This is an optimization exercise on Yosys and OpenROAD, whose aim is small area and a short achievable clock period, not a production implementation. RTL that was checked went through simulation tests only; none was proved equivalent to the original. Power is estimated from default activity; no workload was simulated.

Setup of old:
// vga_controller
module vga_controller(
    input clk_148MHz,
    input reset,
    input [11:0] sw,
    input btnU,
    input btnD,
    input btnR,
    input btnL,
    output hsync,
    output vsync,
    output video_on,
    output reg [11:0] h_count_reg,
    output [11:0] v_count_reg,
    output [3:0] vgaRed,
    output [3:0] vgaGreen,
    output [3:0] vgaBlue
);
Settings: LEC_CHECK=0, ABC_AREA=1, CAP_MARGIN=20, CORE_MARGIN=2, CORE_UTILIZATION=60, SLEW_MARGIN=20; clock period 10.0 ns.
standard.sh (not shown) runs the stock make flow with config.mk's settings and CLKGATE_MAP_FILE= SYNTH_SCRIPT=/design/flow/synth_recipe.tcl, a recipe that flattens the netlist after the stock synthesis.
==> flow/flow/run.sh <==
#!/bin/bash
# Standard ORFS layout; smaller port buffers, a smaller clock tree without dummy loads,
# and a timing-repair margin of 6.5 ns (the SDC is unchanged).
bash standard.sh SETUP_SLACK_MARGIN=6.5 \
  "BUFFER_PORTS_ARGS=-buffer_cell sky130_fd_sc_hd__buf_2" \
  "CTS_ARGS=-sink_clustering_enable -repair_clock_nets -dont_use_dummy_load -buf_list sky130_fd_sc_hd__clkbuf_8 -sink_clustering_size 30" \
  finish > standard_run.log 2>&1
Having completed the whole flow, old delivered a layout that passed the timing, DRC and antenna checks.
Relative to old, the following input files were edited for new:
diff --git a/flow/design.v b/flow/design.v
--- a/flow/design.v
+++ b/flow/design.v
@@ -1,21 +1,21 @@
 `timescale 1ns / 1ps
 module vga_controller(
     input clk_148MHz,
     input reset,
     input [11:0] sw,
     input btnU,
     input btnD,
     input btnR,
     input btnL,
-    output hsync,
-    output vsync,
-    output video_on,
+    output reg hsync,
+    output reg vsync,
+    output reg video_on,
     output reg [11:0] h_count_reg,
     output [11:0] v_count_reg,
     output [3:0] vgaRed,
     output [3:0] vgaGreen,
     output [3:0] vgaBlue
 );
     function lt12;
         input [11:0] x;
         input [11:0] k;
@@ -115,19 +115,30 @@
             ya <= 10'd540;              
             ys <= 1'b1;
         end else begin
             ch <= ch_n;
             cv <= cv_n;
             ya <= ya_n;
             ys <= ys_n;
         end
     end
-    wire vis = lt12(h, 12'd1920) & lt12({1'b0, v}, 12'd1080);
+    always @(posedge clk_148MHz or posedge reset) begin
+        if (reset) begin
+            hsync    <= 1'b0;
+            vsync    <= 1'b0;
+            video_on <= 1'b1;
+        end else begin
+            hsync    <= ~lt12(h, 12'd2007) & lt12(h, 12'd2052);
+            vsync    <= h_end ? (~lt12({1'b0, v}, 12'd1083) & lt12({1'b0, v}, 12'd1089)) : vsync;
+            video_on <= (lt12(h, 12'd1919) | h_end) & (h_end ? (lt12({1'b0, v}, 12'd1079) | v_end) : lt12({1'b0, v}, 12'd1080));
+        end
+    end
+    wire vis = video_on;
     wire [11:0] s = {1'b0, h[10:0]} + ~{1'b0, ch};
     wire [10:0] mx = s[10:0] ^ {11{s[11]}};    
     wire [6:0]  ay = ya[6:0];
     reg  [6:0]  wtab;
     always @* begin
         case (ay)
             7'd0  : wtab = 7'd100;
             7'd1  : wtab = 7'd99;
             7'd2  : wtab = 7'd99;
@@ -273,13 +284,10 @@
     end
     wire r2 = r3 | (g3 & b3);
     wire g2 = r3 & g3;
     wire g1 = r3 & b3;
     wire b1 = b3 & ~(r3 ^ g3);
     wire b0 = b3 & (~r3 | g3);
     assign vgaRed   = {r3, r2, r2, r3};
     assign vgaGreen = {g3, g2, g1, g1};
     assign vgaBlue  = {b3, b3, b1, b0};
-    assign hsync    = ~lt12(h, 12'd2008) & lt12(h, 12'd2053);
-    assign vsync    = ~lt12({1'b0, v}, 12'd1084) & lt12({1'b0, v}, 12'd1090);
-    assign video_on = vis;
 endmodule
Status: setup slack on the worst flop-to-flop path parity (old, new)
Compared with old, new shows a higher fraction of met2 tracks used by global routing.
Comparing final design instance area without fill for new and old, the smaller number came from old.
The global-route usage reported for new is greater than that of old by 0.39 points.
Summary of new over old: fmax went up; area fraction in compound gates after synthesis went up.
new: done, clean on timing, DRC and antenna
Via count is higher on new
new vs. old: leakage power summed over all cells decreased by 0.028 nW relative to the old numbers; cell area after technology mapping +2.2%; number of standard cells in the final layout excluding fillers now sits higher; routed length on met1 +2.1%; count of sequential standard cells increased about 4.4%.
Largest power group: combinational logic -> old, registers -> new
Area overhead of the layout relative to synthesis was lower in old than in new.
Only the layout flow was run in new; the RTL was not checked for function there.


== lane 5 ==
The RTL this note starts from:
==> flow/design.v <==
`timescale 1ns / 1ps
module vga_controller(
    input clk_148MHz,
    input reset,
    input [11:0] sw,
    input btnU,
    input btnD,
    input btnR,
    input btnL,
    output hsync,
    output vsync,
    output video_on,
    output reg [11:0] h_count_reg,
    output [11:0] v_count_reg,
    output [3:0] vgaRed,
    output [3:0] vgaGreen,
    output [3:0] vgaBlue
);
    function lt12;
        input [11:0] x;
        input [11:0] k;
        integer i;
        reg r;
        begin
            r = 1'b0;
            for (i = 0; i < 12; i = i + 1)
                r = k[i] ? (~x[i] | r) : (~x[i] & r);
            lt12 = r;
        end
    endfunction
    reg [10:0] v;           
    reg [9:0]  lfsr;        
    reg [10:0] ch;          
    reg [9:0]  cv;          
    reg [9:0]  ya;          
    reg        ys;          
    reg        r3, g3, b3;
    wire [11:0] h = h_count_reg;
    assign v_count_reg = {1'b0, v};
    wire h_end  = h[11] & h[7] & h[4] & h[3];              
    wire v_end  = v[10] & v[6] & v[5] & v[2] & v[0];       
    wire f_end  = h_end & v_end;
    wire move   = (lfsr == 10'b0101100100);
    wire [11:0] h_inc = h + 12'd1;
    wire [11:0] h_n = h_inc & ~({12{h_end}} & 12'b100010011001);
    wire [10:0] v_inc = v + 11'd1;
    wire [10:0] v_n = h_end ? (v_inc & ~({11{v_end}} & 11'b10001100110)) : v;
    always @(posedge clk_148MHz or posedge reset) begin
        if (reset) begin
            h_count_reg <= 12'd0;
            v <= 11'd0;
        end else begin
            h_count_reg <= h_n;
            v <= v_n;
        end
    end
    always @(posedge clk_148MHz or posedge reset) begin
        if (reset)
            lfsr <= 10'd0;
        else if (sw[2]) begin
            if (move)
                lfsr <= 10'd0;
            else
                lfsr <= {lfsr[8:0], ~(lfsr[9] ^ lfsr[6])};
        end
    end
    wire ch_lo  = lt12({1'b0, ch}, 12'd101);                        
    wire ch_hi  = ~lt12({1'b0, ch}, 12'd1820);
    wire ch_bar = ~lt12({1'b0, ch}, 12'd1300) & lt12({1'b0, ch}, 12'd1701);
    wire cv_lo  = lt12({2'b0, cv}, 12'd101);                        
    wire cv_hi  = ~lt12({2'b0, cv}, 12'd980);
    wire cv_gap = ~lt12({2'b0, cv}, 12'd701) & lt12({2'b0, cv}, 12'd750);
    wire coll = ch_lo | ch_hi | cv_lo | cv_hi | (ch_bar & ~cv_gap);
    wire go_home = sw[2] & coll;
    wire step    = sw[2] & ~coll & move;
    wire up      = step & btnU;              
    wire down    = step & ~btnU & btnD;      
    wire left    = step & btnL;              
    wire right   = step & ~btnL & btnR;      
    function [10:0] ones11;
        input [10:0] x;
        integer i;
        begin
            ones11[0] = 1'b1;
            for (i = 1; i < 11; i = i + 1)
                ones11[i] = ones11[i-1] & x[i-1];
        end
    endfunction
    wire [10:0] ch_1 = ones11(ch);
    wire [10:0] ch_0 = ones11(~ch);
    wire [9:0]  cv_1 = ones11({1'b0, cv});
    wire [9:0]  cv_0 = ones11({1'b0, ~cv});
    wire [9:0]  cv_n = go_home ? 10'd540 : cv ^ (({10{down}} & cv_1) | ({10{up}} & cv_0));
    wire [10:0] ch_n = go_home ? 11'd960 : ch ^ (({11{right}} & ch_1) | ({11{left}} & ch_0));
    wire [9:0]  ya_1 = ones11({1'b0, ya});
    wire [9:0]  ya_0 = ones11({1'b0, ~ya});
    wire [9:0]  yv_a = ya ^ ({10{h_end}} & (ys ? ya_0 : ya_1));
    wire        yv_s = ys & ~(h_end & (ya == 10'd1));
    wire [9:0]  yv_1 = ones11({1'b0, yv_a});
    wire [9:0]  yv_0 = ones11({1'b0, ~yv_a});
    wire        yv_z = (yv_a == 10'd0);
    wire        yv_o = (yv_a == 10'd1);
    wire        mag_inc = (up & ~yv_s) | (down & (yv_s | yv_z));
    wire        mag_dec = (up & yv_s) | (down & ~yv_s & ~yv_z);
    wire [9:0]  st_a = yv_a ^ (({10{mag_inc}} & yv_1) | ({10{mag_dec}} & yv_0));
    wire        st_s = up ? (yv_s & ~yv_o) : down ? (yv_s | yv_z) : yv_s;
    wire [11:0] dh = {1'b0, v_n} - 12'd540;
    wire [9:0]  hm_a = dh[11] ? 10'd540 - v_n[9:0] : dh[9:0];
    wire [9:0]  ya_n = f_end ? cv_n : go_home ? hm_a : st_a;
    wire        ys_n = f_end ? 1'b1 : go_home ? dh[11] : st_s;
    always @(posedge clk_148MHz or posedge reset) begin
        if (reset) begin
            ch <= 11'd960;
            cv <= 10'd540;
            ya <= 10'd540;              
            ys <= 1'b1;
        end else begin
            ch <= ch_n;
            cv <= cv_n;
            ya <= ya_n;
            ys <= ys_n;
        end
    end
    wire vis = lt12(h, 12'd1920) & lt12({1'b0, v}, 12'd1080);
    wire [11:0] s = {1'b0, h[10:0]} + ~{1'b0, ch};
    wire [10:0] mx = s[10:0] ^ {11{s[11]}};    
    wire [6:0]  ay = ya[6:0];
    reg  [6:0]  wtab;
    always @* begin
        case (ay)
            7'd0  : wtab = 7'd100;
            7'd1  : wtab = 7'd99;
            7'd2  : wtab = 7'd99;
            7'd3  : wtab = 7'd99;
            7'd4  : wtab = 7'd99;
            7'd5  : wtab = 7'd99;
            7'd6  : wtab = 7'd99;
            7'd7  : wtab = 7'd99;
            7'd8  : wtab = 7'd99;
            7'd9  : wtab = 7'd99;
            7'd10 : wtab = 7'd99;
            7'd11 : wtab = 7'd99;
            7'd12 : wtab = 7'd99;
            7'd13 : wtab = 7'd99;
            7'd14 : wtab = 7'd99;
            7'd15 : wtab = 7'd98;
            7'd16 : wtab = 7'd98;
            7'd17 : wtab = 7'd98;
            7'd18 : wtab = 7'd98;
            7'd19 : wtab = 7'd98;
            7'd20 : wtab = 7'd97;
            7'd21 : wtab = 7'd97;
            7'd22 : wtab = 7'd97;
            7'd23 : wtab = 7'd97;
            7'd24 : wtab = 7'd97;
            7'd25 : wtab = 7'd96;
            7'd26 : wtab = 7'd96;
            7'd27 : wtab = 7'd96;
            7'd28 : wtab = 7'd96;
            7'd29 : wtab = 7'd95;
            7'd30 : wtab = 7'd95;
            7'd31 : wtab = 7'd95;
            7'd32 : wtab = 7'd94;
            7'd33 : wtab = 7'd94;
            7'd34 : wtab = 7'd94;
            7'd35 : wtab = 7'd93;
            7'd36 : wtab = 7'd93;
            7'd37 : wtab = 7'd92;
            7'd38 : wtab = 7'd92;
            7'd39 : wtab = 7'd92;
            7'd40 : wtab = 7'd91;
            7'd41 : wtab = 7'd91;
            7'd42 : wtab = 7'd90;
            7'd43 : wtab = 7'd90;
            7'd44 : wtab = 7'd89;
            7'd45 : wtab = 7'd89;
            7'd46 : wtab = 7'd88;
            7'd47 : wtab = 7'd88;
            7'd48 : wtab = 7'd87;
            7'd49 : wtab = 7'd87;
            7'd50 : wtab = 7'd86;
            7'd51 : wtab = 7'd86;
            7'd52 : wtab = 7'd85;
            7'd53 : wtab = 7'd84;
            7'd54 : wtab = 7'd84;
            7'd55 : wtab = 7'd83;
            7'd56 : wtab = 7'd82;
            7'd57 : wtab = 7'd82;
            7'd58 : wtab = 7'd81;
            7'd59 : wtab = 7'd80;
            7'd60 : wtab = 7'd80;
            7'd61 : wtab = 7'd79;
            7'd62 : wtab = 7'd78;
            7'd63 : wtab = 7'd77;
            7'd64 : wtab = 7'd76;
            7'd65 : wtab = 7'd75;
            7'd66 : wtab = 7'd75;
            7'd67 : wtab = 7'd74;
            7'd68 : wtab = 7'd73;
            7'd69 : wtab = 7'd72;
            7'd70 : wtab = 7'd71;
            7'd71 : wtab = 7'd70;
            7'd72 : wtab = 7'd69;
            7'd73 : wtab = 7'd68;
            7'd74 : wtab = 7'd67;
            7'd75 : wtab = 7'd66;
            7'd76 : wtab = 7'd64;
            7'd77 : wtab = 7'd63;
            7'd78 : wtab = 7'd62;
            7'd79 : wtab = 7'd61;
            7'd80 : wtab = 7'd60;
            7'd81 : wtab = 7'd58;
            7'd82 : wtab = 7'd57;
            7'd83 : wtab = 7'd55;
            7'd84 : wtab = 7'd54;
            7'd85 : wtab = 7'd52;
            7'd86 : wtab = 7'd51;
            7'd87 : wtab = 7'd49;
            7'd88 : wtab = 7'd47;
            7'd89 : wtab = 7'd45;
            7'd90 : wtab = 7'd43;
            7'd91 : wtab = 7'd41;
            7'd92 : wtab = 7'd39;
            7'd93 : wtab = 7'd36;
            7'd94 : wtab = 7'd34;
            7'd95 : wtab = 7'd31;
            7'd96 : wtab = 7'd28;
            7'd97 : wtab = 7'd24;
            7'd98 : wtab = 7'd19;
            7'd99 : wtab = 7'd14;
            7'd100: wtab = 7'd0;
            default: wtab = 7'bx;
        endcase
    end
    wire neary = lt12({2'd0, ya}, 12'd101);
    wire nearx = (mx[10:7] == 4'd0);
    wire cmpx  = s[11] ? (mx[6:0] <= wtab) : (mx[6:0] < wtab);
    wire in_circ = nearx & neary & cmpx;
    wire left3  = s[11] & ~lt12({5'd0, mx[6:0]}, 12'd35);    
    wire right3 = ~s[11] & ~lt12({5'd0, mx[6:0]}, 12'd31);   
    wire bar = ~lt12(h, 12'd1400) & lt12(h, 12'd1601) &
               (lt12({1'b0, v}, 12'd601) | ~lt12({1'b0, v}, 12'd850));
    localparam [2:0] C_BLACK  = 3'b000,
                     C_BLUE   = 3'b001,
                     C_YELLOW = 3'b110,
                     C_RED    = 3'b100,
                     C_BAR    = 3'b011,
                     C_WHITE  = 3'b111,
                     C_PURPLE = 3'b101;
    reg [2:0] col_n;
    always @* begin
        if (!vis)
            col_n = C_BLACK;
        else if (sw[0])
            col_n = lt12(h, 12'd640) ? C_BLUE : lt12(h, 12'd1280) ? C_YELLOW : C_RED;
        else if (sw[1])
            col_n = lt12({1'b0, v}, 12'd360) ? C_BLACK : lt12({1'b0, v}, 12'd720) ? C_RED : C_YELLOW;
        else if (sw[2]) begin
            if (in_circ)
                col_n = left3 ? C_BLUE : right3 ? C_RED : C_YELLOW;
            else if (bar)
                col_n = C_BAR;
            else
                col_n = C_WHITE;
        end else
            col_n = C_PURPLE;
    end
    always @(posedge clk_148MHz or posedge reset) begin
        if (reset)
            {r3, g3, b3} <= 3'b000;
        else
            {r3, g3, b3} <= col_n;
    end
    wire r2 = r3 | (g3 & b3);
    wire g2 = r3 & g3;
    wire g1 = r3 & b3;
    wire b1 = b3 & ~(r3 ^ g3);
    wire b0 = b3 & (~r3 | g3);
    assign vgaRed   = {r3, r2, r2, r3};
    assign vgaGreen = {g3, g2, g1, g1};
    assign vgaBlue  = {b3, b3, b1, b0};
    assign hsync    = ~lt12(h, 12'd2008) & lt12(h, 12'd2053);
    assign vsync    = ~lt12({1'b0, v}, 12'd1084) & lt12({1'b0, v}, 12'd1090);
    assign video_on = vis;
endmodule
clock: 10.0 ns
lec_check: 0
abc_area: 1
cap_margin: 20
core_margin: 2
core_utilization: 60
slew_margin: 20
==> flow/flow/run.sh <==
#!/bin/bash
# Standard ORFS layout; smaller port buffers, a smaller clock tree without dummy loads,
# and a timing-repair margin of 6 ns (the SDC is unchanged).
bash standard.sh SETUP_SLACK_MARGIN=6 \
  "BUFFER_PORTS_ARGS=-buffer_cell sky130_fd_sc_hd__buf_2" \
  "CTS_ARGS=-sink_clustering_enable -repair_clock_nets -dont_use_dummy_load -buf_list sky130_fd_sc_hd__clkbuf_8 -sink_clustering_size 30" \
  finish > standard_run.log 2>&1
In summary, lane 5 completed successfully, with a layout that passed the timing, DRC and antenna checks.
### lane 5 -> lane 1
--- a/flow/design.v
+++ b/flow/design.v
@@ -7,9 +7,9 @@
     input btnD,
     input btnR,
     input btnL,
-    output hsync,
-    output vsync,
-    output video_on,
+    output reg hsync,
+    output reg vsync,
+    output reg video_on,
     output reg [11:0] h_count_reg,
     output [11:0] v_count_reg,
     output [3:0] vgaRed,
@@ -121,7 +121,18 @@
             ys <= ys_n;
         end
     end
-    wire vis = lt12(h, 12'd1920) & lt12({1'b0, v}, 12'd1080);
+    always @(posedge clk_148MHz or posedge reset) begin
+        if (reset) begin
+            hsync    <= 1'b0;
+            vsync    <= 1'b0;
+            video_on <= 1'b1;
+        end else begin
+            hsync    <= ~lt12(h, 12'd2007) & lt12(h, 12'd2052);
+            vsync    <= h_end ? (~lt12({1'b0, v}, 12'd1083) & lt12({1'b0, v}, 12'd1089)) : vsync;
+            video_on <= (lt12(h, 12'd1919) | h_end) & (h_end ? (lt12({1'b0, v}, 12'd1079) | v_end) : lt12({1'b0, v}, 12'd1080));
+        end
+    end
+    wire vis = video_on;
     wire [11:0] s = {1'b0, h[10:0]} + ~{1'b0, ch};
     wire [10:0] mx = s[10:0] ^ {11{s[11]}};    
     wire [6:0]  ay = ya[6:0];
@@ -279,7 +290,4 @@
     assign vgaRed   = {r3, r2, r2, r3};
     assign vgaGreen = {g3, g2, g1, g1};
     assign vgaBlue  = {b3, b3, b1, b0};
-    assign hsync    = ~lt12(h, 12'd2008) & lt12(h, 12'd2053);
-    assign vsync    = ~lt12({1'b0, v}, 12'd1084) & lt12({1'b0, v}, 12'd1090);
-    assign video_on = vis;
 endmodule
## What came out
- Lane 1 against lane 5: final cell count climbed 27, switching fraction of total power went down, compound-cell area share of the yosys netlist moved up.
- Lane 1 ends up with lower sequential power than lane 5 does.
- Global-route usage: higher on lane 1
- Relative to lane 5, utilization has gone up in lane 1.
The RTL of lane 1 was laid out without a check of its function.

==> separate check: timing with driven ports <==
The flow's constraints put no driver on any port. The routed layouts listed below were extracted and timed again, unchanged, in two steps.
Step 1: set_driving_cell puts a clkbuf_16 on clk_148MHz and a buf_2 on each other input, an assumption about the parent block.
Step 2 adds t to the input delays and takes it off the output delays; t is the mean of the earliest and latest rising clock arrival at the registers after step 1. Input paths then give back, and output paths get back, about the clock's delay inside the block.
Slacks: ideal / step 1 / step 2; pairs: ideal / step 1.
run | t, ns | slack for setup (ns) | worst register clock-pin slew, ns | pins driven straight from the clock port
old | 0.405 | 6.359 / 6.325 / 6.174 | 0.09 / 0.09 | 1
new | 0.406 | 6.434 / 6.434 / 6.169 | 0.08 / 0.08 | 1
lane 5 | 0.404 | 6.168 / 6.132 / 5.794 | 0.08 / 0.08 | 1
lane 1 | 0.404 | 6.250 / 6.245 / 5.841 | 0.08 / 0.08 | 1
After both steps every run listed still meets setup and hold. The setup slack of lane 1, which loses most, moves by -0.005 ns with the drivers and by -0.409 ns with both steps.
